This is an optimization exercise on Yosys and OpenROAD, whose aim is small area and a short achievable clock period, not a production implementation. At most, simulation tests tie the RTL to the original design; equivalence was not proved. No functional check of the RTL was part of runs 1 to 4. Power is estimated from default activity; no workload was simulated.

$ cat flow/config.mk
export PLATFORM = sky130hd
export DESIGN_NAME = bist
export DESIGN_NICKNAME = bist
export VERILOG_FILES = /design/flow/design.v
export SDC_FILE = /design/flow/constraint.sdc
export NUM_CORES = 4
export LEC_CHECK = 0
export CAP_MARGIN = 20
export CORE_MARGIN = 2
export CORE_UTILIZATION = 60
export CTS_CLUSTER_DIAMETER = 120
export CTS_CLUSTER_SIZE = 24
export SETUP_SLACK_MARGIN = 3.4
export SLEW_MARGIN = 20
export SYNTH_HIERARCHICAL = 1
$ cat flow/constraint.sdc
create_clock -name core_clock -period 6.0 [get_ports {clk}]
set_input_delay 1.2000 -clock core_clock [delete_from_list [all_inputs] [get_ports {clk}]]
set_output_delay 1.2000 -clock core_clock [all_outputs]
set_load 0.01 [all_outputs]
$ cat flow/design.v
`timescale 1ns/1ps
module ao8 (
    input  logic [7:0] s,
    input  logic [7:0] d,
    output logic       y
);
    assign y = |(s & d);
endmodule
module nor2m (input logic a, b, output logic y);
    assign y = ~(a | b);
endmodule
module nor3m (input logic a, b, c, output logic y);
    assign y = ~(a | b | c);
endmodule
module nand4m (input logic a, b, c, d, output logic y);
    assign y = ~(a & b & c & d);
endmodule
module pre3 (
    input  logic [2:0] a,
    input  logic       idle,
    input  logic [7:0] t,
    output logic [7:0] y_n
);
    always_comb begin
        for (int i = 0; i < 8; i++)
            y_n[i] = ~((idle && a == i[2:0]) || t[i]);
    end
endmodule
module sel8 (
    input  logic       hi_n,
    input  logic [7:0] lo_n,
    input  logic       we,
    input  logic       we_n,
    output logic [7:0] rsel,
    output logic [7:0] wen
);
    assign rsel = ~({8{hi_n}} | lo_n | {8{we}});
    assign wen  = ~({8{hi_n}} | lo_n | {8{we_n}});
endmodule
module bist #(
    parameter size   = 6,
    parameter length = 8
)(
    input  logic                 clk,
    input  logic                 rst,
    input  logic                 start,
    input  logic                 csin,
    input  logic                 rwbarin,
    input  logic                 opr,
    input  logic [size-1:0]      address,
    input  logic [length-1:0]    datain,
    output logic [length-1:0]    dataout,
    output logic                 fail
);
    logic       NbarT;
    logic       cout;
    logic [7:0] qlo;        
    logic [7:0] qhi;        
    logic       q6;         
    logic       pat;        
    wire next_T = NbarT ? ~cout : start;
    always_ff @(posedge clk or posedge rst) begin
        if (rst)
            NbarT <= 1'b0;
        else
            NbarT <= next_T;
    end
    always_ff @(posedge clk or posedge rst) begin
        if (rst) begin
            qlo <= 8'd0;
            qhi <= 8'd0;
        end else if (!next_T) begin
            qlo <= 8'd0;
            qhi <= 8'd0;
        end else if (!NbarT) begin
            qlo <= 8'd1;
            qhi <= 8'd1;
        end else begin
            qlo <= {qlo[6:0], qlo[7]};
            if (qlo[7])
                qhi <= {qhi[6:0], qhi[7]};
        end
    end
    always_ff @(posedge clk) begin
        if (!NbarT) begin
            q6   <= 1'b0;
            cout <= 1'b0;
        end else begin
            if (qlo[7] && qhi[7])
                q6 <= ~q6;
            cout <= qlo[7] && qhi[7] && q6;
        end
    end
    wire q_zero = qlo[0] && qhi[0] && !q6;
    always_ff @(posedge clk or posedge rst) begin
        if (rst)
            pat <= 1'b0;
        else if (NbarT && q_zero)
            pat <= 1'b1;
    end
    wire [7:0] P = {pat, 1'b0, pat, 1'b0, pat, 1'b0, pat, 1'b0};
    wire       idle = ~NbarT;
    wire       we   = NbarT ? ~q6 : ~rwbarin;
    wire       we_n = ~we;
    wire [7:0] wd   = NbarT ? P   : datain;
    logic [7:0] lo_n, hi_n;
    pre3 u_lo (.a(address[2:0]), .idle(idle), .t(qlo), .y_n(lo_n));
    pre3 u_hi (.a(address[5:3]), .idle(idle), .t(qhi), .y_n(hi_n));
    logic [63:0] rsel, wen;
    for (genvar h = 0; h < 8; h++) begin : g_sel
        sel8 u_sel (.hi_n(hi_n[h]), .lo_n(lo_n), .we(we), .we_n(we_n),
                    .rsel(rsel[h*8 +: 8]), .wen(wen[h*8 +: 8]));
    end
    logic [7:0] mem [64];
    for (genvar r = 0; r < 64; r++) begin : g_word
        always_ff @(posedge clk) begin
            if (wen[r])
                mem[r] <= wd;
        end
    end
    wire [7:0] bw = wd & {8{we}};
    logic [7:0] rd;
    for (genvar b = 0; b < 8; b++) begin : g_bit
        logic [63:0] col;
        logic [7:0]  p;
        logic [3:0]  n;
        for (genvar r = 0; r < 64; r++) begin : g_col
            assign col[r] = mem[r][b];
        end
        for (genvar m = 0; m < 8; m++) begin : g_p
            ao8 u_ao (.s(rsel[m*8 +: 8]), .d(col[m*8 +: 8]), .y(p[m]));
        end
        nor2m  u_n0 (.a(p[0]), .b(p[1]), .y(n[0]));
        nor2m  u_n1 (.a(p[2]), .b(p[3]), .y(n[1]));
        nor2m  u_n2 (.a(p[4]), .b(p[5]), .y(n[2]));
        nor3m  u_n3 (.a(p[6]), .b(p[7]), .c(bw[b]), .y(n[3]));
        nand4m u_rd (.a(n[0]), .b(n[1]), .c(n[2]), .d(n[3]), .y(rd[b]));
    end
    logic [7:0] dout;
    always_ff @(posedge clk) begin
        dout <= rd;
    end
    assign dataout = dout;
    always_ff @(posedge clk or posedge rst) begin
        if (rst)
            fail <= 1'b0;
        else if (NbarT && q_zero)
            fail <= 1'b0;
        else if (NbarT && opr && q6 && (dataout != P))
            fail <= 1'b1;
    end
endmodule
$ cat flow/run.sh
#!/bin/bash
# synth_recipe.tcl (not shown) runs the flow's synth.tcl, then flattens the netlist and writes it again
# the make line also repeats each setting of config.mk as NAME=value (left out here)
make -C /OpenROAD-flow-scripts/flow DESIGN_CONFIG=/design/flow/config.mk WORK_HOME=/design/flow/orfs CLKGATE_MAP_FILE= SYNTH_SCRIPT=/design/flow/synth_recipe.tcl finish
==> flow_summary.json, run 1 <==
{
  "run_status": "timing/DRC/antenna clean",
  "worstHoldPathType": "flip-flop to flip-flop",
  "place.detailed.hpwl_microns": 30100,
  "tritoncts": "yes",
  "mostFrequentLayoutCells": "edfxtp_1, a22oi_1, nor3_4",
  "endpoint_kind": "flip-flop",
  "drv.max_cap_violation_count": 0,
  "yosysWarningCount": 9,
  "postSynthAreaPerCell_sq_um": 17.8,
  "core.rowCount": 67,
  "post_route_non_filler_standard_cell_count": 1821,
  "worst_path_max_delay_cell": "nor2b_2",
  "via_count_of_the_first_global_routing_pass": 12100,
  "vdd_ir_drop_max_mv": 0.335,
  "number_of_input_and_output_port_buffers_inserted": 27,
  "critical-path-top-delay-family": "simple AND/OR/NAND/NOR gates",
  "dpl_cell_area_sq_mm": 0.0218,
  "syn-instance-count": 1158,
  "clockBufferDepth": 3,
  "wl_per_cell_microns": 31.8,
  "hold_violations": 0,
  "drc": 0,
  "ys_seq_area_frac": 0.780,
  "final-setup-viol-count": 0,
  "worst-endpoint-arrival_ps": 2880,
  "timing.fmax_ghz": 0.375,
  "mappedNetlistArea_sq_mm": 0.0206,
  "ctsHoldBuffers": 0,
  "synthesized_nets": 1178,
  "skew_ps": 26.9,
  "post-route-period-util": 0.444,
  "post_synthesis_cell_type_count": 30,
  "grt_first_pass_wirelength_microns": 81400,
  "syn2layout_area_growth_pct": 23.3,
  "viasPerCell": 6.95,
  "antenna_found_initial": 3,
  "largest_net_degree_at_the_start_of_global_routing": 41,
  "drt_pre_antenna_iters": 6,
  "antenna_violating_nets_post_route": 0,
  "required_ps": 6220,
  "gp_congestion": 0.834,
  "clkSlewWorstSetupHoldPaths_ps": 110,
  "critPathKind": "input pin to flip-flop",
  "slew-limit-headroom": 0.233,
  "cell_count_post_placement": 1622,
  "drive_above_1_share": 0.321,
  "crit_path_cell_trace": "clkdlybuf4s50_1, nor2b_2",
  "timing.critical_path.slowest_cell_delay_ps": 980,
  "powerDensity_mw_per_mm2": 240,
  "cts_root_buffer_type": "clkbuf_16",
  "cts-htree-levels": 1,
  "drt-initial-drc-count": 1997,
  "die_h_microns": 189,
  "leakagePower_nw": 7.09,
  "rsz_0062_raised_after_global_routing": "true",
  "final-max-slew-violation-count": 0,
  "dieArea_sq_mm": 0.0358,
  "start_kind": "input pin",
  "initial_core_utilization": 0.611,
  "mostFrequentLayoutCell": "edfxtp_1",
  "num-nets-final": 1370,
  "global_route.overflow_total": 0,
  "global_route_usage_over_all_layers": 0.321,
  "cts_inserted_buffers": 26,
  "tritoncts_num_sinks": 541,
  "routed-via-count": 12700,
  "critPathMaxFanout": 20,
  "fin_setup_tns_ps": 0,
  "ios": 29,
  "design_area_sq_mm": 0.0254,
  "clock_latency_on_the_worst_skew_pair_ps": 580,
  "finish.utilization": 0.753,
  "core_region_area_sq_mm": 0.0337,
  "path_buf_inv": 1,
  "synth-seq-cells": 541,
  "total_routed_wirelength_microns": 57800,
  "worst_slew_pin_slew_ps": 1150,
  "die_w_microns": 189,
  "fin_crit_period_ps": 2670,
  "minimum_hold_slack_ps": 551
}
-- worst reg2reg max path, delay by kind of cell, from the launching register on --
| family | cells | cell delay [ps] |
|---|---|---|
| AND/OR/NAND/NOR | 5 | 690 |
| AO/OA/AOI/OAI | 2 | 460 |
| flip-flops | 1 | 390 |
| buffers and inverters | 7 | 940 |
-- repair_timing --
item                       4_1_cts  5_1_grt
pin swaps                       55       46
gates cloned                    20        2
setup endpoints to repair      751      135
gates resized for setup        252       55
setup buffers                   97       29
-- where the power goes --
part	total, mW	switching, mW	internal [mW]
Sequential	4.06	0	4.06
Combinational	0.0394	0.0251	0.0143
Clock	1.98	1.13	0.858
Total	6.08	1.15	4.93
-- cell usage after synthesis --
library cell / count / area, sq um
nor3_1: 48 / 240
a22oi_1: 256 / 1920
buf_6: 8 / 90.1
nor2_1: 36 / 135
o21ai_0: 6 / 30.0
a41oi_1: 2 / 17.5
a21oi_1: 8 / 40.0
nor2b_2: 2 / 17.5
a211oi_1: 1 / 7.51
nand3_1: 1 / 5.00
nor2b_1: 9 / 56.3
or4_1: 2 / 15.0
a31oi_1: 8 / 50.1
dfxtp_1: 10 / 200
clkbuf_1: 1 / 3.75
and2b_1: 4 / 30.0
nor3_4: 8 / 130
mux2i_1: 9 / 90.1
o21bai_1: 1 / 7.51
dfrtp_1: 19 / 475
edfxtp_1: 512 / 15400
nand4_1: 73 / 457
xor2_1: 1 / 8.76
nand2_1: 7 / 26.3
buf_2: 18 / 90.1
buf_12: 8 / 160
and2_1: 11 / 68.8
nand2b_1: 1 / 6.26
inv_1: 8 / 30.0
nor3_2: 80 / 801
-- state kept, by name, indices dropped and copies added, names as in the netlist, 8 cells and up --
| signal | flops |
|---|---|
| qhi | 8 |
| qlo | 8 |
| dout | 8 |
| mem | 512 |
-- worst paths after layout --
kind                            from         end  slack, ps  cells past startpoint
min in group asynchronous        rst       NbarT       1220                      2
min reg2reg                   qlo[2]      qlo[3]        550                      1
min                           qlo[2]      qlo[3]        550                      1
max reg2reg                    NbarT     dout[1]       3400                     14
max in group asynchronous        rst        fail       4180                      2
max                        datain[6]  mem[16][6]       3330                      2
-- layout make-up --
| cell class | count | area, sq um |
|---|---|---|
| diodes | 3 | 7.51 |
| clock buffers | 47 | 751 |
| clock inverters | 1 | 16.3 |
| fillers | 1975 | 8320 |
| inverters | 8 | 60.1 |
| multi-input cells | 585 | 5770 |
| flip-flops and latches | 541 | 16100 |
| well taps | 448 | 561 |
| repair buffers | 182 | 2060 |
| repair inverters | 6 | 97.6 |
-- cells by family (layout without fill, tap and decap cells) --
logic type	after synthesis	in the layout	share of synthesized area
buffers and inverters	43	244	0.0182
muxes	9	9	0.00438
xor gates and xnor gates	1	1	0.000426
other	0	3	0
AOI/OAI and AO/OA	282	288	0.101
and+or+nand+nor	282	287	0.0966
DFF	541	541	0.780
-- metal layers --
metal	up-vias	GRT usage	share of wire
met5	-	0	0.00033
met4	2	0.107	0.040
met2	796	0.510	0.48
li1	5319	-	-
met3	136	0.0549	0.10
met1	6401	0.461	0.38
-- Yosys stat by module (local to each module, per instance) --
module,flops+latches,cells inside
ao8,0,5
bist,541,614
nand4m,0,1
nor2m,0,1
nor3m,0,1
pre3,0,12
sel8,0,20
-- stage by stage --
stage | setup WS, ps | power (mW)
finish | 3330 | 6.08
floorplan | 3260 | 4.15
CTS | 3330 | 6.08
global placement | 1570 | 4.18
detailed placement | 1540 | 4.18
global route | 3320 | 6.24
==> inputs of run 2 (changes only) <==
--- a/flow/config.mk
+++ b/flow/config.mk
@@ -10,6 +10,6 @@
 export CORE_UTILIZATION = 60
 export CTS_CLUSTER_DIAMETER = 120
 export CTS_CLUSTER_SIZE = 24
-export SETUP_SLACK_MARGIN = 3.4
+export SETUP_SLACK_MARGIN = 3.0
 export SLEW_MARGIN = 20
 export SYNTH_HIERARCHICAL = 1
==> run 2 against run 1 <==
Net effect:
- still clean on timing, DRC and antenna
- global-route usage down 4.7 points
- design area down 8.1%
- utilization down 6.1 points
- non-clock buffer count down 84
- clock power about the same
- flip-flop and latch count unchanged
- synthesized cell count unchanged
- critical path depth up 8
- largest cell class unchanged
==> flow_summary.json, run 2 <==
{
  "run_status": "timing/DRC/antenna clean",
  "r2r.worst_path.cells": 11,
  "ys_seq_area_frac": 0.780,
  "synth_top_cells_by_count": "edfxtp_1, a22oi_1, nor3_2",
  "gp_congestion": 0.844,
  "syn-instance-count": 1158,
  "synth_compound_area_frac": 0.101,
  "post_synthesis_cell_type_count": 30,
  "critPathKind": "input pin to flip-flop",
  "drc": 0,
  "core.rowCount": 67,
  "synthesized_nets": 1178,
  "crit_path_cell_trace": "clkdlybuf4s50_1, inv_2, o21ai_4, inv_8, buf_8, nor3_2, a22oi_1, nand4_1, nor2_1, nand4_1",
  "fin_crit_period_ps": 2980,
  "cts_inserted_buffers": 26,
  "worst_hold_path.endpoint": "qlo[5]",
  "tritoncts_num_sinks": 541,
  "slew-limit-headroom": 0.308,
  "clock_latency_on_the_worst_skew_pair_ps": 580,
  "yosysWarningCount": 9,
  "mostFrequentLayoutCells": "edfxtp_1, a22oi_1, nor3_2",
  "cts-htree-levels": 1,
  "antenna_found_initial": 2,
  "synth.top_cell.area_share": 0.747,
  "die_w_microns": 189,
  "worstHoldPathType": "flip-flop to flip-flop",
  "ios": 29,
  "die_h_microns": 189,
  "synth_mux_area_frac": 0.00438,
  "grt_first_pass_wirelength_microns": 71500,
  "endpoint_kind": "flip-flop",
  "synth_edf_count": 512,
  "start_kind": "input pin",
  "num-nets-final": 1271,
  "hold_violations": 0,
  "fin_setup_tns_ps": 0,
  "mostFrequentLayoutCell": "edfxtp_1",
  "dominant_cell_by_count_in_the_synthesized_netlist": "edfxtp_1",
  "timing.critical_path.slowest_cell_delay_ps": 540,
  "cts_root_buffer_type": "clkbuf_16",
  "initial_core_utilization": 0.611,
  "timing.fmax_ghz": 0.335,
  "dieArea_sq_mm": 0.0358,
  "largest_net_degree_at_the_start_of_global_routing": 66,
  "tritoncts": "yes",
  "global_route_usage_over_all_layers": 0.274,
  "critPathMaxFanout": 18,
  "r2r_end": "dout[4]",
  "rsz_0062_raised_after_global_routing": "true",
  "hold_path_startpoint": "qlo[4]",
  "post-synth-top-area-cell": "edfxtp_1",
  "number_of_input_and_output_port_buffers_inserted": 27,
  "critical-path-top-cell-by-count": "nand4_1",
  "drt_pre_antenna_iters": 5,
  "asyncSetResetFlopFracSynth": 0.0351,
  "mappedNetlistArea_sq_mm": 0.0206,
  "powerDensity_mw_per_mm2": 259,
  "hold_depth": 1,
  "flip_flop_count_of_the_largest_register_after_layout": 512,
  "n_fill_cell": 2251,
  "reg_to_reg_start": "NbarT",
  "antenna_violating_nets_post_route": 0,
  "ys_dominant_reg_cell": "edfxtp_1",
  "final-max-slew-violation-count": 0,
  "worst-endpoint-arrival_ps": 3500,
  "drive_above_1_share": 0.222,
  "cell_types_with_the_largest_area_share_after_synthesis": "edfxtp_1, a22oi_1, nor3_2",
  "skew_ps": 27.3,
  "postSynthAreaPerCell_sq_um": 17.8,
  "final-setup-viol-count": 0,
  "routed-via-count": 11400,
  "synthesized_area_fraction_occupied_by_xor_and_xnor_cells": 0.000425,
  "top_register": "mem",
  "required_ps": 6520,
  "clkSlewWorstSetupHoldPaths_ps": 100,
  "minimum_hold_slack_ps": 569,
  "syn2layout_area_growth_pct": 13.3,
  "rrSetupSlack_ps": 3090,
  "wl_per_cell_microns": 28.2,
  "synth_top_family_by_area": "compound AO/OA/AOI/OAI gates",
  "drv.max_cap_violation_count": 0,
  "worst_path_max_delay_cell": "clkdlybuf4s50_1",
  "drt-initial-drc-count": 1253,
  "post_synth_and_or_nand_nor_area_fraction": 0.0966,
  "place.detailed.hpwl_microns": 30200,
  "post_synth_fa_ha_maj_area_fraction": 0,
  "total_routed_wirelength_microns": 48500,
  "leakagePower_nw": 5.99,
  "synth-seq-cells": 541,
  "viasPerCell": 6.65,
  "worst_slew_pin_slew_ps": 1030,
  "vdd_ir_drop_max_mv": 0.288,
  "clockBufferDepth": 3,
  "core_region_area_sq_mm": 0.0337,
  "global_route.overflow_total": 0,
  "post-route-period-util": 0.497,
  "via_count_of_the_first_global_routing_pass": 11000
}
[run 2: modules after synthesis, one instance, submodules excluded]
module	flops+latches	copies in the design
bist	541	1
sel8	0	8
pre3	0	2
ao8	0	64
nor3m	0	8
nand4m	0	8
nor2m	0	24
[run 2: repair_timing]
action / 4_1_cts / 5_1_grt
setup endpoints to repair: 395 / 103
pin swaps: 18 / 2
cloned: 2 / 0
resized for setup: 112 / 30
buffers inserted: 42 / 0
hold buffers: 0 / 0
[run 2: report_power, final]
| group | internal [mW] | switching, mW | total, mW |
|---|---|---|---|
| clock network | 0.857 | 1.10 | 1.96 |
| logic | 0.0124 | 0.0181 | 0.0304 |
| registers | 4.06 | 0 | 4.06 |
| total | 4.93 | 1.12 | 6.05 |
[run 2: cell families (layout without fill, tap and decap cells)]
| family | Yosys count | in the layout |
|---|---|---|
| compound gates | 282 | 284 |
| xor+xnor | 1 | 1 |
| buf+inv | 43 | 154 |
| flops | 541 | 541 |
| mux | 9 | 9 |
| other cells | 0 | 1 |
| simple gates | 282 | 282 |
[run 2: through the flow]
stage                     total power [mW]   util  worst slack [ps]  cell area [sq um]  std cells
after floorplan                       4.15      -              3030              20700       1158
after global placement                4.17  0.637              1470              21500       1625
after CTS                             6.08  0.686              3040              23100       1717
final                                 6.05  0.692              3020              23300       1720
after global routing                  6.22  0.692              2940              23300       1719
after detailed placement              4.17  0.637              1430              21500       1625
[run 2: final cells by class]
| cell class | count | area [sq um] | share of cell area |
|---|---|---|---|
| Inverter | 8 | 41.3 | 0.00177 |
| Multi-Input combinational cell | 576 | 4950 | 0.212 |
| Timing Repair Buffer | 98 | 956 | 0.0410 |
| Antenna cell | 1 | 2.50 | 0.000107 |
| Clock inverter | 1 | 16.3 | 0.000697 |
| Sequential cell | 541 | 16100 | 0.688 |
| Tap cell | 448 | 561 | 0.0240 |
| Clock buffer | 47 | 751 | 0.0322 |
[run 2: metal layers]
layer  vias to the layer above  part of all wire  wire length [microns]  track usage
met5                         -           0.00033                     16            0
met4                         2             0.017                    835       0.0534
met3                        58             0.067                   3240       0.0395
met2                       416              0.48                  23500        0.435
met1                      5897              0.43                  21000        0.414
li1                       5066                 -                      -            -
[run 2: how the worst max path moves through the flow]
stage / from / end / cells past startpoint
floorplan: rwbarin / dout[0] / 9
global route: NbarT / dout[2] / 11
detailed placement: address[3] / dout[5] / 8
finish: rwbarin / dout[0] / 10
CTS: rwbarin / dout[3] / 8
global placement: address[3] / dout[2] / 8
[run 2: critical path: cells and delay by family]
| kind | cells | cell delay, ps |
|---|---|---|
| buffers and inverters | 4 | 930 |
| AOI/OAI and AO/OA | 2 | 460 |
| and+or+nand+nor | 4 | 870 |
==> inputs of run 3 (changes only) <==
--- a/flow/config.mk
+++ b/flow/config.mk
@@ -10,6 +10,7 @@
 export CORE_UTILIZATION = 60
 export CTS_CLUSTER_DIAMETER = 120
 export CTS_CLUSTER_SIZE = 24
-export SETUP_SLACK_MARGIN = 3.0
+export SETUP_SLACK_MARGIN = 3.7
 export SLEW_MARGIN = 20
 export SYNTH_HIERARCHICAL = 1
+export TNS_END_PERCENT = 100
==> run 3 against run 2 <==
Net effect:
- still clean
- first-iteration DRC count rose by 21%
- clock skew fell by 2.5 ps
- area after synthesis did not move
- wire length rose by 22%
- utilization rose by 11 points
- worst hold slack got worse by 13 ps
- non-clock buffer count rose by 182
- sequential share of layout area fell by 9.3 points
- sequential power barely moved
- global-route usage rose by 5.5 points
- largest power group unchanged
- highest routed layer unchanged
==> flow_summary.json, run 3 <==
{
  "run_status": "timing/DRC/antenna clean",
  "mostFrequentLayoutCell": "edfxtp_1",
  "rsz_0062_raised_after_global_routing": "true",
  "final-setup-viol-count": 0,
  "via_count_of_the_first_global_routing_pass": 12300,
  "synth-seq-cells": 541,
  "global_route_usage_over_all_layers": 0.329,
  "number_of_input_and_output_port_buffers_inserted": 27,
  "cts-htree-levels": 1,
  "endpoint_kind": "flip-flop",
  "cts_inserted_buffers": 26,
  "fin_setup_tns_ps": 0,
  "post-route-period-util": 0.424,
  "clkSlewWorstSetupHoldPaths_ps": 100,
  "powerDensity_mw_per_mm2": 225,
  "required_ps": 6450,
  "antenna_found_initial": 1,
  "synth.top_cell.area_share": 0.747,
  "synth_top_cells_by_count": "edfxtp_1, a22oi_1, nor3_2",
  "worstHoldPathType": "flip-flop to flip-flop",
  "yosysWarningCount": 9,
  "syn-instance-count": 1158,
  "postSynthAreaPerCell_sq_um": 17.8,
  "post-route-worst-setup-slack_ps": 3460,
  "drive_above_1_share": 0.385,
  "num_antenna_cells": 0,
  "start_kind": "input pin",
  "gp_congestion": 0.833,
  "initial_core_utilization": 0.611,
  "flip_flop_count_of_the_largest_register_after_layout": 512,
  "drt-initial-drc-count": 1516,
  "syn2layout_area_growth_pct": 31.1,
  "num-nets-final": 1466,
  "global_route.overflow_total": 0,
  "finish.utilization": 0.801,
  "clockBufferDepth": 3,
  "wl_per_cell_microns": 30.8,
  "mostFrequentLayoutCells": "edfxtp_1, a22oi_1, buf_4",
  "ys_seq_area_frac": 0.780,
  "largest_net_degree_at_the_start_of_global_routing": 48,
  "die_w_microns": 189,
  "grt_first_pass_wirelength_microns": 83400,
  "routed-via-count": 12900,
  "dp_worst_setup_slack_ps": 1580,
  "clock_latency_on_the_worst_skew_pair_ps": 590,
  "critPathKind": "input pin to flip-flop",
  "die_h_microns": 189,
  "core.rowCount": 67,
  "core_region_area_sq_mm": 0.0337,
  "dominant_cell_by_count_in_the_synthesized_netlist": "edfxtp_1",
  "post_route_non_filler_standard_cell_count": 1914,
  "dieArea_sq_mm": 0.0358,
  "slew-limit-headroom": 0.449,
  "vdd_ir_drop_max_mv": 0.297,
  "skew_ps": 24.9,
  "tritoncts_num_sinks": 541,
  "final-max-slew-violation-count": 0,
  "leakagePower_nw": 7.79,
  "antenna_violating_nets_post_route": 0,
  "cell_count_post_placement": 1627,
  "top_register": "mem",
  "crit_path_cell_trace": "buf_8, nor2b_4, a31oi_4, buf_12, nor3_4, a22oi_1, nand4_1, nor2_2, nand4_1",
  "drt_pre_antenna_iters": 8,
  "place.detailed.hpwl_microns": 30800,
  "fin_crit_period_ps": 2540,
  "ios": 29,
  "hold_violations": 0,
  "critical-path-top-cell-by-count": "nand4_1",
  "drv.max_cap_violation_count": 0,
  "cell_types_with_the_largest_area_share_after_synthesis": "edfxtp_1, a22oi_1, nor3_2",
  "timing.fmax_ghz": 0.393,
  "ctsHoldBuffers": 0,
  "total_routed_wirelength_microns": 59000,
  "critPathMaxFanout": 12,
  "drc": 0,
  "worst_slew_pin_slew_ps": 826,
  "viasPerCell": 6.73,
  "tritoncts": "yes",
  "cts_root_buffer_type": "clkbuf_16",
  "ys_dominant_reg_cell": "edfxtp_1",
  "worst-endpoint-arrival_ps": 3000,
  "worst_path_max_delay_cell": "a22oi_1",
  "synthesized_nets": 1178,
  "post-synth-top-area-cell": "edfxtp_1",
  "report.power.total_mw": 6.08,
  "asyncSetResetFlopFracSynth": 0.0351,
  "timing.critical_path.slowest_cell_delay_ps": 280,
  "synth_edf_count": 512,
  "post_synthesis_cell_type_count": 30,
  "mappedNetlistArea_sq_mm": 0.0206
}
## run 3: cell families after synthesis
family	count (synthesis)	synth area share
AO/OA/AOI/OAI	282	0.101
buffers and inverters	43	0.0182
multiplexers	9	0.00438
XOR/XNOR	1	0.000426
AND/OR/NAND/NOR	282	0.0966
flip-flops	541	0.780
## run 3: power by group
| part | total [mW] | switching (mW) | internal (mW) |
|---|---|---|---|
| sequential | 4.06 | 0 | 4.06 |
| clock | 1.97 | 1.11 | 0.857 |
| combinational | 0.0485 | 0.0266 | 0.0219 |
| total | 6.08 | 1.14 | 4.94 |
## run 3: cell type report
| cell class | count | area [sq um] |
|---|---|---|
| repair inverters | 4 | 71.3 |
| well taps | 448 | 561 |
| clock buffers | 47 | 751 |
| flip-flops and latches | 541 | 16100 |
| repair buffers | 280 | 3500 |
| fillers | 1731 | 6700 |
| clock inverters | 1 | 16.3 |
| multi-input cells | 585 | 5980 |
| inverters | 8 | 50.0 |
## run 3: metrics by stage
step                      hold slack [ps]  instance area (sq um)
after floorplan                       473                  21300
after global placement                528                  22000
after detailed placement              535                  22100
after CTS                             557                  25900
after global routing                  579                  27000
final                                 556                  27000
## run 3: per-module statistics from Yosys, one instance, submodules excluded
module / cells inside / area, sq um / flops+latches / copies in the design
nor3m: 1 / 10.0 / 0 / 8
ao8: 5 / 36.3 / 0 / 64
nand4m: 1 / 6.26 / 0 / 8
sel8: 20 / 178 / 0 / 8
nor2m: 1 / 3.75 / 0 / 24
bist: 614 / 16500 / 541 / 1
pre3: 12 / 73.8 / 0 / 2
## run 3: path summary, 6_finish.rpt
path                            depth (start not counted)       start       to  slack (ps)
max in group asynchronous                               2         rst    NbarT        4340
worst min-delay path                                    1      qlo[3]   qlo[4]         560
worst max-delay path                                    9  address[1]  dout[2]        3460
worst min register to register                          1      qlo[3]   qlo[4]         560
worst max register to register                         11       NbarT  dout[0]        3460
min in group asynchronous                               2         rst   qhi[5]        1090
## run 3: worst max-delay path: cells and delay by family
kind                   cells  cell delay, ps
AOI/OAI and AO/OA          2             540
buffers and inverters      2             370
and+or+nand+nor            5             870
## run 3: what timing repair did
item	4_1_cts	5_1_grt
buffers inserted	160	55
pin swaps	109	74
resized for setup	299	62
gates cloned	19	5
endpoints found under the setup margin	807	565
## run 3: metal layers
metal | GRT usage | up-vias | routed length, microns
met4 | 0.106 | 2 | 2360
met5 | 0 | - | 10
met2 | 0.557 | 710 | 30400
met1 | 0.453 | 6536 | 20900
met3 | 0.0391 | 130 | 5350
li1 | - | 5503 | -
==> inputs of run 4 (changes only) <==
--- a/flow/config.mk
+++ b/flow/config.mk
@@ -10,7 +10,7 @@
 export CORE_UTILIZATION = 60
 export CTS_CLUSTER_DIAMETER = 120
 export CTS_CLUSTER_SIZE = 24
-export SETUP_SLACK_MARGIN = 3.7
+export SETUP_SLACK_MARGIN = 3.4
 export SLEW_MARGIN = 20
 export SYNTH_HIERARCHICAL = 1
 export TNS_END_PERCENT = 100
==> run 4 against run 3 <==
Net effect:
- fmax decreased by 4.6%
- first-iteration DRC count increased by 32%
- design area decreased by 6.0%
- non-clock buffer count decreased by 98
- wire length decreased by 2.0%
- die area unchanged
- utilization decreased by 4.8 points
- clock power about the same
- highest routed layer unchanged
==> flow_summary.json, run 4 <==
{
  "gp_congestion": 0.834,
  "ios": 29,
  "total_routed_wirelength_microns": 57800,
  "global_route_usage_over_all_layers": 0.321,
  "synth.top_cell.area_share": 0.747,
  "drt-initial-drc-count": 1997,
  "post-synth-top-area-cell": "edfxtp_1",
  "antenna_violating_nets_post_route": 0,
  "skew_ps": 26.9,
  "drc": 0,
  "asyncSetResetFlopFracSynth": 0.0351,
  "endpoint_kind": "flip-flop",
  "run_status": "timing/DRC/antenna clean",
  "r2r.worst_path.cells": 14,
  "synthesized_nets": 1178,
  "post-route-period-util": 0.444,
  "global_route.overflow_total": 0,
  "critPathKind": "input pin to flip-flop",
  "reg_to_reg_start": "NbarT",
  "report.power.total_mw": 6.08,
  "top_register": "mem",
  "leakagePower_nw": 7.09,
  "wl_per_cell_microns": 31.8,
  "routed-via-count": 12700,
  "number_of_input_and_output_port_buffers_inserted": 27,
  "vdd_ir_drop_max_mv": 0.335,
  "critical-path-top-delay-family": "simple AND/OR/NAND/NOR gates",
  "cell_types_with_the_largest_area_share_after_synthesis": "edfxtp_1, a22oi_1, nor3_2",
  "critPathMaxFanout": 20,
  "place.detailed.hpwl_microns": 30100,
  "ys_dominant_reg_cell": "edfxtp_1",
  "clock_latency_on_the_worst_skew_pair_ps": 580,
  "worst_hold_path.endpoint": "qlo[3]",
  "post_synthesis_cell_type_count": 30,
  "powerDensity_mw_per_mm2": 240,
  "cts_inserted_buffers": 26,
  "largest_net_degree_at_the_start_of_global_routing": 41,
  "clkSlewWorstSetupHoldPaths_ps": 110,
  "final-max-slew-violation-count": 0,
  "cell_count_post_placement": 1622,
  "num-nets-final": 1370,
  "crit_path_cell_trace": "clkdlybuf4s50_1, nor2b_2",
  "cts_root_buffer_type": "clkbuf_16",
  "core.rowCount": 67,
  "dieArea_sq_mm": 0.0358,
  "timing.fmax_ghz": 0.375,
  "mostFrequentLayoutCell": "edfxtp_1",
  "worst-endpoint-arrival_ps": 2880,
  "clockBufferDepth": 3,
  "synth-seq-cells": 541,
  "grt_first_pass_wirelength_microns": 81400,
  "slew-limit-headroom": 0.233,
  "dominant_cell_by_count_in_the_synthesized_netlist": "edfxtp_1",
  "worst_path_max_delay_cell": "nor2b_2",
  "core_region_area_sq_mm": 0.0337,
  "cts-htree-levels": 1,
  "worst_slew_pin_slew_ps": 1150,
  "tritoncts": "yes",
  "timing.critical_path.slowest_cell_delay_ps": 980,
  "fin_setup_tns_ps": 0,
  "drt_pre_antenna_iters": 6,
  "mappedNetlistArea_sq_mm": 0.0206,
  "antenna_found_initial": 3,
  "rrSetupSlack_ps": 3400,
  "drv.max_cap_violation_count": 0,
  "postSynthAreaPerCell_sq_um": 17.8,
  "r2r_end": "dout[1]",
  "required_ps": 6220,
  "mostFrequentLayoutCells": "edfxtp_1, a22oi_1, nor3_4",
  "start_kind": "input pin",
  "hold_violations": 0,
  "post_route_non_filler_standard_cell_count": 1821,
  "viasPerCell": 6.95,
  "syn2layout_area_growth_pct": 23.3,
  "hold_path_startpoint": "qlo[2]",
  "rsz_0062_raised_after_global_routing": "true",
  "yosysWarningCount": 9,
  "die_w_microns": 189,
  "hold_depth": 1,
  "syn-instance-count": 1158,
  "tritoncts_num_sinks": 541,
  "via_count_of_the_first_global_routing_pass": 12100,
  "drive_above_1_share": 0.321,
  "worstHoldPathType": "flip-flop to flip-flop",
  "final-setup-viol-count": 0,
  "initial_core_utilization": 0.611,
  "synth_edf_count": 512,
  "ys_seq_area_frac": 0.780,
  "synth_top_cells_by_count": "edfxtp_1, a22oi_1, nor3_2",
  "fin_crit_period_ps": 2670,
  "die_h_microns": 189,
  "flip_flop_count_of_the_largest_register_after_layout": 512,
  "path_buf_inv": 1
}
[run 4: worst max path at each step]
stage | cells past startpoint | start | slack [ps] | to
floorplan | 7 | address[1] | 3260 | dout[0]
global placement | 8 | address[0] | 1570 | dout[2]
detailed placement | 8 | address[0] | 1540 | dout[0]
CTS | 6 | datain[6] | 3330 | dout[6]
global route | 14 | NbarT | 3320 | dout[1]
finish | 2 | datain[6] | 3330 | mem[16][6]
[run 4: timing repair]
action                     4_1_cts  5_1_grt
pin swaps                       55       46
cloned                          20        2
hold buffers                     0        0
resized for setup              252       55
setup endpoints to repair      751      135
buffers inserted                97       29
[run 4: cell type report]
type / instances / area [sq um]
multi-input combinational: 585 / 5770
clock buffer: 47 / 751
timing repair inverter: 6 / 97.6
inverter: 8 / 60.1
sequential: 541 / 16100
clock inverter: 1 / 16.3
timing repair buffer: 182 / 2060
antenna: 3 / 7.51
tap: 448 / 561
fill: 1975 / 8320
[run 4: per-module statistics from Yosys, one instance, submodules excluded]
module / cell area, sq um / times used / cells / flip-flops and latches
sel8: 178 / 8 / 20 / 0
nor3m: 10.0 / 8 / 1 / 0
ao8: 36.3 / 64 / 5 / 0
nor2m: 3.75 / 24 / 1 / 0
bist: 16500 / 1 / 614 / 541
pre3: 73.8 / 2 / 12 / 0
nand4m: 6.26 / 8 / 1 / 0
[run 4: cell families (layout without fill, tap and decap cells)]
group	Yosys count	in the layout	synth area share
mux	9	9	0.00438
compound gates	282	288	0.101
buf+inv	43	244	0.0182
other cells	0	3	0
xor+xnor	1	1	0.000426
simple gates	282	287	0.0966
flops	541	541	0.780
[run 4: per-stage QoR]
stage / hold slack [ps] / util / area (sq um) / setup slack (ps)
2_1_floorplan: 473 / - / 21000 / 3260
3_3_place_gp: 495 / 0.646 / 21800 / 1570
3_5_place_dp: 499 / 0.646 / 21800 / 1540
4_1_cts: 516 / 0.737 / 24900 / 3330
5_1_grt: 573 / 0.753 / 25400 / 3320
6_report: 551 / 0.753 / 25400 / 3330
[run 4: metal layers]
layer	vias to the layer above	global-route usage	share of wire
li1	5319	-	-
met1	6401	0.461	0.38
met2	796	0.510	0.48
met3	136	0.0549	0.10
met4	2	0.107	0.040
met5	-	0	0.00033
[run 4: where the power goes]
part / leakage, nW / internal [mW] / switching [mW] / total, mW
sequential: 3.71 / 4.06 / 0 / 4.06
clock: 0.363 / 0.858 / 1.13 / 1.98
combinational: 3.02 / 0.0143 / 0.0251 / 0.0394
total: 7.09 / 4.93 / 1.15 / 6.08
==> inputs of run 5 (changes only) <==
--- a/flow/design.v
+++ b/flow/design.v
@@ -29,13 +29,23 @@
 module sel8 (
     input  logic       hi_n,
     input  logic [7:0] lo_n,
-    input  logic       we,
-    input  logic       we_n,
+    input  logic       test,
+    input  logic       q6,
+    input  logic       rwbarin,
     output logic [7:0] rsel,
     output logic [7:0] wen
 );
+    wire we = test ? ~q6 : ~rwbarin;
     assign rsel = ~({8{hi_n}} | lo_n | {8{we}});
-    assign wen  = ~({8{hi_n}} | lo_n | {8{we_n}});
+    assign wen  = ~({8{hi_n}} | lo_n | {8{~we}});
+endmodule
+module wdat (
+    input  logic [7:0] datain,
+    input  logic       test,
+    input  logic       pat,
+    output logic [7:0] wd
+);
+    assign wd = test ? {pat, 1'b0, pat, 1'b0, pat, 1'b0, pat, 1'b0} : datain;
 endmodule
 module bist #(
     parameter size   = 6,
@@ -101,21 +111,24 @@
     wire [7:0] P = {pat, 1'b0, pat, 1'b0, pat, 1'b0, pat, 1'b0};
     wire       idle = ~NbarT;
     wire       we   = NbarT ? ~q6 : ~rwbarin;
-    wire       we_n = ~we;
     wire [7:0] wd   = NbarT ? P   : datain;
     logic [7:0] lo_n, hi_n;
     pre3 u_lo (.a(address[2:0]), .idle(idle), .t(qlo), .y_n(lo_n));
     pre3 u_hi (.a(address[5:3]), .idle(idle), .t(qhi), .y_n(hi_n));
     logic [63:0] rsel, wen;
     for (genvar h = 0; h < 8; h++) begin : g_sel
-        sel8 u_sel (.hi_n(hi_n[h]), .lo_n(lo_n), .we(we), .we_n(we_n),
-                    .rsel(rsel[h*8 +: 8]), .wen(wen[h*8 +: 8]));
+        sel8 u_sel (.hi_n(hi_n[h]), .lo_n(lo_n), .test(NbarT), .q6(q6),
+                    .rwbarin(rwbarin), .rsel(rsel[h*8 +: 8]), .wen(wen[h*8 +: 8]));
     end
     logic [7:0] mem [64];
+    logic [7:0] wdg [4];
+    for (genvar g = 0; g < 4; g++) begin : g_wd
+        wdat u_wd (.datain(datain), .test(NbarT), .pat(pat), .wd(wdg[g]));
+    end
     for (genvar r = 0; r < 64; r++) begin : g_word
         always_ff @(posedge clk) begin
             if (wen[r])
-                mem[r] <= wd;
+                mem[r] <= wdg[r / 16];
         end
     end
     wire [7:0] bw = wd & {8{we}};
--- a/flow/config.mk
+++ b/flow/config.mk
@@ -13,4 +13,3 @@
 export SETUP_SLACK_MARGIN = 3.4
 export SLEW_MARGIN = 20
 export SYNTH_HIERARCHICAL = 1
-export TNS_END_PERCENT = 100
==> run 5 against run 4 <==
Net effect:
- fmax rose by 0.58%
- highest routed layer is now met4
- clock-buffer cell count stayed put
- critical endpoint is now dout[7]
- die area grew 1.2%
- register-to-register slack worse by 30 ps
- still clean
- largest cell class unchanged
- cell count is 2.5% lower
==> flow_summary.json, run 5 <==
{
  "run_status": "timing/DRC/antenna clean",
  "cell_count_post_placement": 1653,
  "worst_path_max_delay_cell": "nor3_2",
  "tritoncts_num_sinks": 541,
  "cell_types_with_the_largest_area_share_after_synthesis": "edfxtp_1, a22oi_1, nor3_2",
  "clkSlewWorstSetupHoldPaths_ps": 90,
  "core.rowCount": 68,
  "post-synth-top-area-cell": "edfxtp_1",
  "viasPerCell": 6.66,
  "clock_latency_on_the_worst_skew_pair_ps": 580,
  "ys_dominant_reg_cell": "edfxtp_1",
  "synth_mux_area_frac": 0.0269,
  "largest_net_degree_at_the_start_of_global_routing": 29,
  "endpoint_kind": "flip-flop",
  "initial_core_utilization": 0.606,
  "critPathKind": "input pin to flip-flop",
  "cts_inserted_buffers": 26,
  "fin_setup_tns_ps": 0,
  "n_fill_cell": 2181,
  "top_register": "mem",
  "ctsHoldBuffers": 0,
  "timing.fmax_ghz": 0.377,
  "cts-htree-levels": 1,
  "drv.max_cap_violation_count": 0,
  "dp_worst_setup_slack_ps": 1500,
  "seqCellArea_sq_mm": 0.0161,
  "post-route-worst-setup-slack_ps": 3350,
  "post-route-period-util": 0.442,
  "critical-path-top-delay-family": "simple AND/OR/NAND/NOR gates",
  "synth.top_cell.area_share": 0.738,
  "drive_above_1_share": 0.277,
  "yosysWarningCount": 11,
  "total_routed_wirelength_microns": 51300,
  "mostFrequentLayoutCell": "edfxtp_1",
  "multi_input_logic_area_sq_mm": 0.00583,
  "synthesized_nets": 1199,
  "leakagePower_nw": 7.74,
  "timing.critical_path.slowest_cell_delay_ps": 330,
  "gp_congestion": 0.812,
  "mappedNetlistArea_sq_mm": 0.0208,
  "ios": 29,
  "asyncSetResetFlopFracSynth": 0.0351,
  "cts_root_buffer_type": "clkbuf_16",
  "clockBufferDepth": 3,
  "wl_per_cell_microns": 28.9,
  "tritoncts": "yes",
  "final-setup-viol-count": 0,
  "fin_crit_period_ps": 2650,
  "drt_pre_antenna_iters": 5,
  "vdd_ir_drop_max_mv": 0.285,
  "powerDensity_mw_per_mm2": 247,
  "post_route_non_filler_standard_cell_count": 1776,
  "grt_first_pass_wirelength_microns": 75200,
  "ys_seq_area_frac": 0.770,
  "synth_top_family_by_area": "compound AO/OA/AOI/OAI gates",
  "num-nets-final": 1319,
  "routed-via-count": 11800,
  "number_of_input_and_output_port_buffers_inserted": 27,
  "flip_flop_count_of_the_largest_register_after_layout": 512,
  "worst-endpoint-arrival_ps": 3100,
  "drc": 0,
  "drt-initial-drc-count": 1392,
  "rsz_0062_raised_after_global_routing": "true",
  "post_synthesis_cell_type_count": 32,
  "post_synth_fa_ha_maj_area_fraction": 0,
  "antenna_violating_nets_post_route": 0,
  "crit_path_cell_trace": "clkbuf_4, a41oi_2, buf_12, nor3_2, a22oi_1, nand4_1, nor3_2, nand4_1",
  "synth_compound_area_frac": 0.0999,
  "postSynthAreaPerCell_sq_um": 17.7,
  "global_route.overflow_total": 0,
  "post_synth_and_or_nand_nor_area_fraction": 0.0935,
  "mostFrequentLayoutCells": "edfxtp_1, a22oi_1, nor3_4",
  "hold_violations": 0,
  "core_region_area_sq_mm": 0.0344,
  "required_ps": 6450,
  "final-max-slew-violation-count": 0,
  "worstHoldPathType": "flip-flop to flip-flop",
  "place.detailed.hpwl_microns": 31900,
  "die_h_microns": 190,
  "slew-limit-headroom": 0.479,
  "antenna_found_initial": 2,
  "global_route_usage_over_all_layers": 0.289,
  "path_buf_inv": 2,
  "skew_ps": 31.0,
  "syn-instance-count": 1179,
  "dieArea_sq_mm": 0.0363,
  "synthesized_area_fraction_occupied_by_xor_and_xnor_cells": 0.000420,
  "synth-seq-cells": 541,
  "via_count_of_the_first_global_routing_pass": 11500,
  "syn2layout_area_growth_pct": 17.5,
  "dominant_cell_by_count_in_the_synthesized_netlist": "edfxtp_1",
  "die_w_microns": 190,
  "critPathMaxFanout": 16,
  "start_kind": "input pin",
  "synth_top_cells_by_count": "edfxtp_1, a22oi_1, nand4_1",
  "worst_slew_pin_slew_ps": 781,
  "synth_edf_count": 512
}
run 5: what timing repair did:
| item | 4_1_cts | 5_1_grt |
|---|---|---|
| setup buffers | 64 | 6 |
| setup endpoints to repair | 529 | 203 |
| pin swaps | 22 | 20 |
| cloned | 3 | 0 |
| resized for setup | 171 | 28 |
run 5: Yosys stat by module (local to each module, per instance):
module	flip-flops and latches	cells inside	area, sq um
ao8	0	5	36.3
bist	541	599	16400
nand4m	0	1	6.26
nor2m	0	1	3.75
nor3m	0	1	10.0
pre3	0	12	73.8
sel8	0	20	165
wdat	0	9	106
run 5: area by class of cell:
class	count	area share
repair buffers	111	0.0506
multi-input cells	616	0.238
clock buffers	47	0.0307
flip-flops and latches	541	0.656
diodes	2	0.000204
well taps	455	0.0232
inverters	3	0.000613
clock inverters	1	0.000664
run 5: power by group:
part	internal, mW	total, mW	switching, mW
clock network	0.857	1.95	1.09
registers	4.06	4.06	0.000000000000000207
logic	0.0137	0.0411	0.0274
run 5: logic make-up (layout without fill, tap and decap cells):
group	count (synthesis)	in the layout
AND/OR/NAND/NOR	290	290
flip-flops	541	541
AO/OA/AOI/OAI	281	284
multiplexers	41	41
other	0	2
buffers and inverters	25	162
XOR/XNOR	1	1
run 5: per-layer routing:
layer  global-route usage  share of wire  vias to the layer above
met5                    0              0                        -
met4               0.0933          0.032                        0
met3               0.0471          0.074                       71
met2                0.458           0.49                      479
met1                0.418           0.41                     6010
li1                     -              -                     5262
run 5: path summary, 6_finish.rpt:
kind | to | cells after the start | start | slack (ps)
max | dout[7] | 8 | address[5] | 3350
min | qlo[3] | 1 | qlo[2] | 550
max reg2reg | dout[7] | 9 | NbarT | 3370
min reg2reg | qlo[3] | 1 | qlo[2] | 550
max in group asynchronous | NbarT | 2 | rst | 4370
min in group asynchronous | qlo[7] | 2 | rst | 1060
run 5: worst reg2reg max path: cells and delay by family (launching register included):
| family | cells | cell delay, ps |
|---|---|---|
| compound gates | 2 | 560 |
| buf+inv | 3 | 620 |
| flops | 1 | 450 |
| simple gates | 4 | 870 |
run 5: through the flow:
step	hold WS, ps	power [mW]	instance area, sq um	util
global route	577	6.20	24500	0.712
finish	553	6.05	24500	0.713
detailed placement	547	4.18	22100	0.643
CTS	563	6.07	24300	0.706
floorplan	509	4.15	21300	-
global placement	545	4.18	22100	0.643
==> inputs of run 6 (changes only) <==
--- a/flow/design.v
+++ b/flow/design.v
@@ -19,6 +19,18 @@
     input  logic [2:0] a,
     input  logic       idle,
     input  logic [7:0] t,
+    input  logic       mask,
+    output logic [7:0] y_n
+);
+    always_comb begin
+        for (int i = 0; i < 8; i++)
+            y_n[i] = ~(((idle && a == i[2:0]) || t[i]) && mask);
+    end
+endmodule
+module pre3u (
+    input  logic [2:0] a,
+    input  logic       idle,
+    input  logic [7:0] t,
     output logic [7:0] y_n
 );
     always_comb begin
@@ -26,18 +38,15 @@
             y_n[i] = ~((idle && a == i[2:0]) || t[i]);
     end
 endmodule
-module sel8 (
-    input  logic       hi_n,
-    input  logic [7:0] lo_n,
-    input  logic       test,
-    input  logic       q6,
-    input  logic       rwbarin,
-    output logic [7:0] rsel,
-    output logic [7:0] wen
+module wflag (
+    input  logic test,
+    input  logic q6,
+    input  logic rwbarin,
+    output logic we,
+    output logic we_n
 );
-    wire we = test ? ~q6 : ~rwbarin;
-    assign rsel = ~({8{hi_n}} | lo_n | {8{we}});
-    assign wen  = ~({8{hi_n}} | lo_n | {8{~we}});
+    assign we   = test ? ~q6 : ~rwbarin;
+    assign we_n = ~we;
 endmodule
 module wdat (
     input  logic [7:0] datain,
@@ -112,13 +121,18 @@
     wire       idle = ~NbarT;
     wire       we   = NbarT ? ~q6 : ~rwbarin;
     wire [7:0] wd   = NbarT ? P   : datain;
-    logic [7:0] lo_n, hi_n;
-    pre3 u_lo (.a(address[2:0]), .idle(idle), .t(qlo), .y_n(lo_n));
-    pre3 u_hi (.a(address[5:3]), .idle(idle), .t(qhi), .y_n(hi_n));
+    logic r_we, r_we_n, w_we, w_we_n;
+    wflag u_wfr (.test(NbarT), .q6(q6), .rwbarin(rwbarin), .we(r_we), .we_n(r_we_n));
+    wflag u_wfw (.test(NbarT), .q6(q6), .rwbarin(rwbarin), .we(w_we), .we_n(w_we_n));
+    logic [7:0] rlo_n, rhi_n, wlo_n, whi_n;
+    pre3 u_rlo (.a(address[2:0]), .idle(idle), .t(qlo), .mask(r_we_n), .y_n(rlo_n));
+    pre3u u_rhi (.a(address[5:3]), .idle(idle), .t(qhi), .y_n(rhi_n));
+    pre3 u_wlo (.a(address[2:0]), .idle(idle), .t(qlo), .mask(w_we),   .y_n(wlo_n));
+    pre3u u_whi (.a(address[5:3]), .idle(idle), .t(qhi), .y_n(whi_n));
     logic [63:0] rsel, wen;
-    for (genvar h = 0; h < 8; h++) begin : g_sel
-        sel8 u_sel (.hi_n(hi_n[h]), .lo_n(lo_n), .test(NbarT), .q6(q6),
-                    .rwbarin(rwbarin), .rsel(rsel[h*8 +: 8]), .wen(wen[h*8 +: 8]));
+    for (genvar r = 0; r < 64; r++) begin : g_sel
+        nor2m u_rs (.a(rhi_n[r / 8]), .b(rlo_n[r % 8]), .y(rsel[r]));
+        nor2m u_ws (.a(whi_n[r / 8]), .b(wlo_n[r % 8]), .y(wen[r]));
     end
     logic [7:0] mem [64];
     logic [7:0] wdg [4];
--- a/flow/config.mk
+++ b/flow/config.mk
@@ -10,6 +10,6 @@
 export CORE_UTILIZATION = 60
 export CTS_CLUSTER_DIAMETER = 120
 export CTS_CLUSTER_SIZE = 24
-export SETUP_SLACK_MARGIN = 3.4
+export SETUP_SLACK_MARGIN = 3.6
 export SLEW_MARGIN = 20
 export SYNTH_HIERARCHICAL = 1
==> run 6 against run 5 <==
Net effect:
- still clean
- critical path depth rose by 1
- die area fell by 2.6%
- sequential share of layout area rose by 0.59 points
- worst hold slack improved by 58 ps
- fmax rose by 2.8%
- largest power group unchanged
- highest routed layer is now met5
==> flow_summary.json, run 6 <==
{
  "ctsHoldBuffers": 0,
  "slew-limit-headroom": 0.352,
  "tritoncts": "yes",
  "drv.max_cap_violation_count": 0,
  "synthesized_nets": 1201,
  "syn2layout_area_growth_pct": 19.6,
  "cts-htree-levels": 1,
  "leakagePower_nw": 7.37,
  "drive_above_1_share": 0.327,
  "hold_violations": 0,
  "core.rowCount": 67,
  "mostFrequentLayoutCell": "edfxtp_1",
  "powerDensity_mw_per_mm2": 250,
  "mostFrequentLayoutCells": "edfxtp_1, a22oi_1, a22oi_2",
  "wl_per_cell_microns": 29.4,
  "place.detailed.hpwl_microns": 32300,
  "yosysWarningCount": 12,
  "core_region_area_sq_mm": 0.0334,
  "hold_path_startpoint": "mem[31][6]",
  "antenna_violating_nets_post_route": 0,
  "global_route_usage_over_all_layers": 0.295,
  "critPathKind": "input pin to flip-flop",
  "clkSlewWorstSetupHoldPaths_ps": 90,
  "syn-instance-count": 1181,
  "cts_inserted_buffers": 26,
  "via_count_of_the_first_global_routing_pass": 11500,
  "final-max-slew-violation-count": 0,
  "worst-endpoint-arrival_ps": 3020,
  "worst_slew_pin_slew_ps": 968,
  "worst_path_max_delay_cell": "mux2_4",
  "viasPerCell": 6.70,
  "crit_path_cell_trace": "buf_8, mux2_4, o21ai_4, buf_12, nor2_4, a22oi_1, nand4_1, nor3_4, nand4_1",
  "mappedNetlistArea_sq_mm": 0.0203,
  "flip_flop_count_of_the_largest_register_after_layout": 512,
  "setup.worst_path.start": "rwbarin",
  "required_ps": 6440,
  "routed-via-count": 11800,
  "timing.fmax_ghz": 0.388,
  "critical-path-top-cell-by-count": "nand4_1",
  "skew_ps": 19.9,
  "worstHoldPathType": "flip-flop to flip-flop",
  "die_h_microns": 188,
  "grt_first_pass_wirelength_microns": 75500,
  "start_kind": "input pin",
  "global_route.overflow_total": 0,
  "top_register": "mem",
  "largest_net_degree_at_the_start_of_global_routing": 26,
  "dieArea_sq_mm": 0.0353,
  "final-setup-viol-count": 0,
  "run_status": "timing/DRC/antenna clean",
  "clockBufferDepth": 3,
  "cts_root_buffer_type": "clkbuf_16",
  "initial_core_utilization": 0.607,
  "vdd_ir_drop_max_mv": 0.290,
  "post-route-period-util": 0.430,
  "num-nets-final": 1316,
  "antenna_found_initial": 3,
  "ios": 29,
  "postSynthAreaPerCell_sq_um": 17.2,
  "fin_crit_period_ps": 2580,
  "drt_pre_antenna_iters": 5,
  "rsz_0062_raised_after_global_routing": "true",
  "reg_to_reg_start": "NbarT",
  "n_fill_cell": 2049,
  "total_routed_wirelength_microns": 51900,
  "drt-initial-drc-count": 1426,
  "timing.critical_path.slowest_cell_delay_ps": 390,
  "number_of_input_and_output_port_buffers_inserted": 27,
  "report.power.total_mw": 6.06,
  "rrSetupSlack_ps": 3460,
  "clock_latency_on_the_worst_skew_pair_ps": 580,
  "die_w_microns": 188,
  "endpoint_kind": "flip-flop",
  "critPathMaxFanout": 8,
  "gp_congestion": 0.836,
  "tritoncts_num_sinks": 541,
  "drc": 0,
  "fin_setup_tns_ps": 0
}
## run 6: power by group
group          internal [mW]        switching [mW]
Combinational         0.0161                0.0280
Sequential              4.06  0.000000000000000242
Clock                  0.857                  1.10
Total                   4.93                  1.13
## run 6: what timing repair did
item | 4_1_cts | 5_1_grt
gates cloned | 1 | 0
endpoints found under the setup margin | 529 | 352
gates resized for setup | 309 | 58
setup buffers | 54 | 9
pin swaps | 108 | 40
## run 6: routing by layer
layer	vias to the layer above	routed length (microns)	GRT usage
li1	5140	-	-
met1	6060	21400	0.435
met2	551	25300	0.469
met4	2	1240	0.0793
met5	-	16	0
met3	87	3870	0.0432
## run 6: path summary, 6_finish.rpt
check                               end  cells after the start
worst max-delay path            dout[2]                      9
worst min-delay path            dout[6]                      4
worst max register to register  dout[2]                      9
worst min register to register  dout[6]                      4
max in group asynchronous         NbarT                      2
min in group asynchronous        qhi[4]                      2
## run 6: worst max-delay path, delay by kind of cell
| family | cells | cell delay (ps) |
|---|---|---|
| buf+inv | 2 | 280 |
| compound gates | 2 | 330 |
| simple gates | 4 | 800 |
| mux | 1 | 390 |
## run 6: through the flow
| stage | util | area (sq um) | instances | setup WS (ps) | hold slack (ps) |
|---|---|---|---|---|---|
| 3_5_place_dp | 0.640 | 21400 | 1652 | 1550 | 549 |
| 3_3_place_gp | 0.640 | 21400 | 1652 | 1540 | 537 |
| 6_report | 0.726 | 24300 | 1766 | 3420 | 612 |
| 4_1_cts | 0.715 | 23900 | 1755 | 3470 | 621 |
| 2_1_floorplan | - | 20600 | 1181 | 3500 | 520 |
| 5_1_grt | 0.726 | 24300 | 1764 | 3400 | 636 |
## run 6: area by class of cell
class | count | area, sq um | share of cell area
Tap cell | 448 | 561 | 0.0231
Multi-Input combinational cell | 631 | 5760 | 0.237
Inverter | 3 | 15.0 | 0.000619
Timing Repair Buffer | 92 | 1100 | 0.0452
Clock inverter | 1 | 16.3 | 0.000670
Timing Repair inverter | 1 | 5.00 | 0.000206
Clock buffer | 47 | 751 | 0.0309
Antenna cell | 2 | 5.00 | 0.000206
Sequential cell | 541 | 16100 | 0.662
==> inputs of run 7 (changes only) <==
--- a/flow/config.mk
+++ b/flow/config.mk
@@ -10,6 +10,6 @@
 export CORE_UTILIZATION = 60
 export CTS_CLUSTER_DIAMETER = 120
 export CTS_CLUSTER_SIZE = 24
-export SETUP_SLACK_MARGIN = 3.6
+export SETUP_SLACK_MARGIN = 3.4
 export SLEW_MARGIN = 20
 export SYNTH_HIERARCHICAL = 1
==> run 7 against run 6 <==
Net effect:
- wire length shrank 2.2%
- first-iteration DRC count shrank 6.8%
- still clean
- largest cell class unchanged
- worst setup slack lost 31 ps
- sequential power is essentially flat
- via count shrank 1.0%
- die area is the same
- critical endpoint is now mem[25][7]
==> flow_summary.json, run 7 <==
{
  "run_status": "timing/DRC/antenna clean",
  "fin_crit_period_ps": 2610,
  "required_ps": 6200,
  "ios": 29,
  "rsz_0062_raised_after_global_routing": "true",
  "worstHoldPathType": "flip-flop to flip-flop",
  "wl_per_cell_microns": 29.0,
  "postSynthAreaPerCell_sq_um": 17.2,
  "dieArea_sq_mm": 0.0353,
  "syn2layout_area_growth_pct": 16.1,
  "gp_congestion": 0.851,
  "n_fill_cell": 2124,
  "drive_above_1_share": 0.276,
  "dp_worst_setup_slack_ps": 1460,
  "grt_first_pass_wirelength_microns": 74100,
  "drc": 0,
  "cts_root_buffer_type": "clkbuf_16",
  "clock_latency_on_the_worst_skew_pair_ps": 570,
  "post-route-period-util": 0.435,
  "vdd_ir_drop_max_mv": 0.275,
  "tritoncts": "yes",
  "num-nets-final": 1302,
  "syn-instance-count": 1181,
  "total_routed_wirelength_microns": 50700,
  "largest_net_degree_at_the_start_of_global_routing": 26,
  "cts_inserted_buffers": 26,
  "die_h_microns": 188,
  "via_count_of_the_first_global_routing_pass": 11300,
  "die_w_microns": 188,
  "drt_pre_antenna_iters": 6,
  "cts-htree-levels": 1,
  "final-max-slew-violation-count": 0,
  "clkSlewWorstSetupHoldPaths_ps": 100,
  "yosysWarningCount": 12,
  "start_kind": "flip-flop",
  "critPathMaxFanout": 14,
  "clockBufferDepth": 3,
  "mappedNetlistArea_sq_mm": 0.0203,
  "post_route_non_filler_standard_cell_count": 1751,
  "worst-endpoint-arrival_ps": 2810,
  "routed-via-count": 11700,
  "global_route.overflow_total": 0,
  "number_of_input_and_output_port_buffers_inserted": 27,
  "top_register": "mem",
  "antenna_violating_nets_post_route": 0,
  "fin_setup_tns_ps": 0,
  "synthesized_nets": 1201,
  "dpl_cell_area_sq_mm": 0.0211,
  "tritoncts_num_sinks": 541,
  "skew_ps": 18.4,
  "endpoint_kind": "flip-flop",
  "mostFrequentLayoutCell": "edfxtp_1",
  "core_region_area_sq_mm": 0.0334,
  "report.power.total_mw": 6.05,
  "place.detailed.hpwl_microns": 32100,
  "core.rowCount": 67,
  "hold_violations": 0,
  "flip_flop_count_of_the_largest_register_after_layout": 512,
  "viasPerCell": 6.69,
  "slew-limit-headroom": 0.282,
  "timing.fmax_ghz": 0.383,
  "antenna_found_initial": 3,
  "critPathKind": "flip-flop to flip-flop",
  "drt-initial-drc-count": 1329,
  "global_route_usage_over_all_layers": 0.290,
  "powerDensity_mw_per_mm2": 257,
  "leakagePower_nw": 7.22,
  "worst_slew_pin_slew_ps": 1080,
  "final-setup-viol-count": 0,
  "cell_count_post_placement": 1652,
  "initial_core_utilization": 0.607,
  "drv.max_cap_violation_count": 0,
  "mostFrequentLayoutCells": "edfxtp_1, a22oi_1, nor2_2",
  "post-route-worst-setup-slack_ps": 3390,
  "design_area_sq_mm": 0.0236
}
==> run 7: final cells by class <==
type	count	area, sq um	area share
diodes	1	2.50	0.000106
clock buffers	47	751	0.0319
clock inverters	1	16.3	0.000690
inverters	3	15.0	0.000637
multi-input cells	631	5250	0.223
flip-flops and latches	541	16100	0.682
well taps	448	561	0.0238
repair buffers	78	892	0.0379
repair inverters	1	7.51	0.000319
==> run 7: timing repair <==
item | CTS | global route
pin swaps | 60 | 18
cloned | 1 | 0
setup buffers | 39 | 9
hold buffers | 0 | 0
setup endpoints to repair | 529 | 143
gates resized for setup | 279 | 40
==> run 7: path summary, 6_finish.rpt <==
check | from | endpoint | slack [ps] | depth (start not counted)
setup / recovery | NbarT | mem[25][7] | 3390 | 5
hold / removal | qlo[3] | qlo[4] | 610 | 1
setup reg to reg | NbarT | mem[25][7] | 3390 | 5
hold reg to reg | qlo[3] | qlo[4] | 610 | 1
max in group asynchronous | rst | NbarT | 4280 | 2
min in group asynchronous | rst | qlo[3] | 1100 | 2
==> run 7: critical path, cell delays in order, from the launching register on <==
cell,delay [ps]
dfrtp_4,520
buf_4,160
clkinvlp_4,230
nor2b_2,340
a31oi_2,330
nor2_1,640
==> run 7: routing by layer <==
layer	vias up	track usage	share of wire
met3	100	0.0507	0.088
li1	5107	-	-
met1	5956	0.421	0.41
met4	2	0.0999	0.034
met2	555	0.452	0.47
met5	-	0	0.00032
==> run 7: where the power goes <==
group                switching [mW]  internal [mW]  total [mW]  leakage, nW
Sequential     0.000000000000000309           4.06        4.06         5.05
Clock                          1.09          0.857        1.95        0.363
Combinational                0.0260         0.0141      0.0401         1.81
==> run 7: through the flow <==
stage | hold WS (ps) | util
after global placement | 529 | 0.632
after CTS | 594 | 0.697
after floorplan | 502 | -
after global routing | 617 | 0.704
after detailed placement | 538 | 0.632
final | 606 | 0.704

[port drivers added, routing unchanged]
Ports are ideal in the flow. The routed layouts listed here were re-timed in OpenROAD. Step 1, drivers: a clkbuf_16 drives clk and a buf_2 each remaining input, both assumed. Step 2 adds t to the input delays and takes it off the output delays; t is the mean of the earliest and latest rising clock arrival at the registers after step 1. Input paths then give back, and output paths get back, about the clock's delay inside the block. Slacks: ideal ports / drivers / drivers and shift; pairs: ideal ports / drivers.
run	t, ns	slack for setup (ns)	worst setup path at the end	worst register clock-pin slew, ns	worst data-port slew with drivers (ns)
run 1	0.623	3.334 / 3.347 / 2.725	input to register	0.11 / 0.11	0.09
run 2	0.621	3.019 / 3.028 / 2.407	input to register	0.10 / 0.10	0.09
run 3	0.623	3.456 / 3.451 / 2.828	input to register	0.10 / 0.10	0.09
run 4	0.623	3.334 / 3.347 / 2.725	input to register	0.11 / 0.11	0.09
run 5	0.617	3.350 / 3.371 / 2.761	input to register	0.10 / 0.10	0.04
run 6	0.624	3.421 / 3.436 / 2.812	input to register	0.11 / 0.11	0.09
run 7	0.609	3.390 / 3.390 / 2.818	input to register	0.10 / 0.10	0.09
After both steps setup and hold are still met in every run listed. For run 3, which loses most, drivers alone change the setup slack by -0.005 ns; drivers and shift together by -0.628 ns.
